From an optimization exercise on the open Yosys and OpenROAD flow, aimed at small area, a short achievable clock period and few clock cycles; shortcuts taken in it are not production practice.

## RISC_SPM
module RISC_SPM (clk, rst, mem_addr, mem_wdata, mem_we, mem_rdata);
  input        clk, rst;
  output [7:0] mem_addr;
  output [7:0] mem_wdata;
  output       mem_we;
  input  [7:0] mem_rdata;
  localparam [3:0] S_FETCH = 4'd0, S_EXEC = 4'd1, S_RD2 = 4'd2, S_WR2 = 4'd3, S_BR2 = 4'd4,
                   S_M1 = 4'd5, S_M2 = 4'd6, S_M3 = 4'd7, S_MW = 4'd8, S_HALT = 4'd9;
  reg [7:0] R0, R1, R2, R3;    
  reg [3:0] op;                
  reg [3:0] so, sd;            
  reg       opnd;              
  reg       chk;               
  reg [7:0] AR;                
  reg [7:0] T;                 
  reg       Z, V;
  reg [1:0] pr;                
  reg       qm1;               
  reg [3:0] st;
  wire [7:0] a = ({8{so[0]}} & R0) | ({8{so[1]}} & R1) | ({8{so[2]}} & R2) | ({8{so[3]}} & R3);
  wire [7:0] b = ({8{sd[0]}} & R0) | ({8{sd[1]}} & R1) | ({8{sd[2]}} & R2) | ({8{sd[3]}} & R3);
  wire exec = (st == S_EXEC);
  wire       is_sub = (op == 4'd2);
  wire       is_and = (op == 4'd3);
  wire       is_not = (op == 4'd4);
  wire [7:0] ax     = a ^ {8{is_sub}};
  wire [4:0] alo    = {1'b0, b[3:0]} + {1'b0, ax[3:0]} + {4'd0, is_sub};
  wire [3:0] ahi0   = b[7:4] + ax[7:4];
  wire [3:0] ahi1   = b[7:4] + ax[7:4] + 4'd1;
  wire [7:0] sum    = {alo[4] ? ahi1 : ahi0, alo[3:0]};
  wire [7:0] r      = is_and ? (a & b) : is_not ? ~a : sum;
  wire       alu_v  = (a[7] & b[7] & ~r[7]) | (~a[7] & ~b[7] & r[7]);
  wire [7:0] zc     = {b[6:0] | ax[6:0], is_sub};
  wire       zsum   = ((b ^ ax) == zc);
  wire       alu_z  = is_and ? ((a & b) == 8'd0) : is_not ? (a == 8'hFF) : zsum;
  wire       same = |(so & sd);
  wire       one  = pr[0] ^ qm1;
  wire       two  = (pr[1] & ~pr[0] & ~qm1) | (~pr[1] & pr[0] & qm1);
  wire       neg  = pr[1];
  wire [9:0] mb   = two ? {b[7], b, 1'b0} : (one ? {b[7], b[7], b} : 10'd0);
  wire [9:0] my   = mb ^ {10{neg}};
  wire [9:0] mx   = {{2{T[7]}}, T};
  wire [5:0] mlo  = {1'b0, mx[4:0]} + {1'b0, my[4:0]} + {5'd0, neg};
  wire [4:0] mhi0 = mx[9:5] + my[9:5];
  wire [4:0] mhi1 = mx[9:5] + my[9:5] + 5'd1;
  wire [9:0] S    = {mlo[5] ? mhi1 : mhi0, mlo[4:0]};
  reg  [1:0] pnext;
  always @* begin
    if (!same) pnext = a[3:2];
    else case (st)
      S_M1:    pnext = a[5:4];
      S_M2:    pnext = a[7:6];
  ...
Size: about 860 cells after synthesis, roughly 27 I/O pins.
Settings: LEC_CHECK=0, ABC_AREA=1, CAP_MARGIN=20, CORE_MARGIN=2, CORE_UTILIZATION=40, SETUP_SLACK_MARGIN=2.3, SLEW_MARGIN=20; clock period 6.0 ns.
run.sh (not shown) runs the stock make flow with config.mk's settings and CLKGATE_MAP_FILE= SYNTH_SCRIPT=/design/flow/synth_recipe.tcl, a recipe that flattens the netlist after the stock synthesis.
The baseline went through all stages and came out clean.
Next try:
--- a/flow/config.mk
+++ b/flow/config.mk
@@ -10,4 +10,4 @@
 export CORE_MARGIN = 2
 export CORE_UTILIZATION = 40
-export SETUP_SLACK_MARGIN = 2.3
+export SETUP_SLACK_MARGIN = 2.7
 export SLEW_MARGIN = 20
Effect: Global-route usage rises by 0.26 points; synthesized area stays the same; worst setup slack gains 0.20 ns; hold slack gains 0.0043 ns; via count rises by 4.0%; first-iteration DRC count rises by 20%; design area rises by 6.7%; maximum frequency rises by 6.3%.
Next try:
--- a/flow/config.mk
+++ b/flow/config.mk
@@ -10,4 +10,3 @@
 export CORE_MARGIN = 2
 export CORE_UTILIZATION = 40
-export SETUP_SLACK_MARGIN = 2.7
 export SLEW_MARGIN = 20
After rerunning: Synthesized cell count is unchanged; clock skew hardly moves; area after synthesis is unchanged; utilization drops by 3.5 points; sequential cell count does not change; count of clock-buffer cells in the layout is unchanged; critical path depth goes up by 8; routed wire length fell by 3.6%; setup slack gets worse by 0.57 ns; via count goes down by 4.6%.
Next try:
--- a/flow/config.mk
+++ b/flow/config.mk
@@ -9,4 +9,5 @@
 export CAP_MARGIN = 20
 export CORE_MARGIN = 2
-export CORE_UTILIZATION = 40
+export CORE_UTILIZATION = 65
+export SETUP_SLACK_MARGIN = 2.3
 export SLEW_MARGIN = 20
Result:
- via count increases by roughly a tenth
- clock-buffer cell count decreases by 1
- fmax increases by a little under a tenth
No functional check of the RTL was part of any run of this note.

==> static timing again, ports no longer ideal <==
The flow's constraints put no driver on any port. The routed layouts listed below were extracted and timed again, unchanged, in two steps. Step 1 assumes that a clkbuf_16 drives the clock port and a buf_2 every other input. Step 2, shift: input delay + t, output delay - t, t = (earliest + latest rising clock arrival at the registers) / 2. This alone moves slack from input paths to output paths. Three values: ideal, step 1, step 2; two values: the first two.
run | shift t [ns] | slack for setup (ns) | worst setup path after step 2 | clock arrival spread, ns | worst slew at a driven data input, ns
the first run | 0.373 | 2.545 / 2.545 / 2.545 | input to register | 0.008 / 0.008 | 0.03
the second run | 0.374 | 2.749 / 2.714 / 2.497 | input to register | 0.008 / 0.008 | 0.03
the third run | 0.374 | 2.180 / 2.180 / 2.180 | register to register | 0.009 / 0.008 | 0.03
the fourth run | 0.385 | 2.466 / 2.466 / 2.394 | input to register | 0.015 / 0.015 | 0.04
After both steps every run listed still meets setup and hold. The setup slack of the second run, which loses most, moves by -0.035 ns with the drivers and by -0.252 ns with both steps.
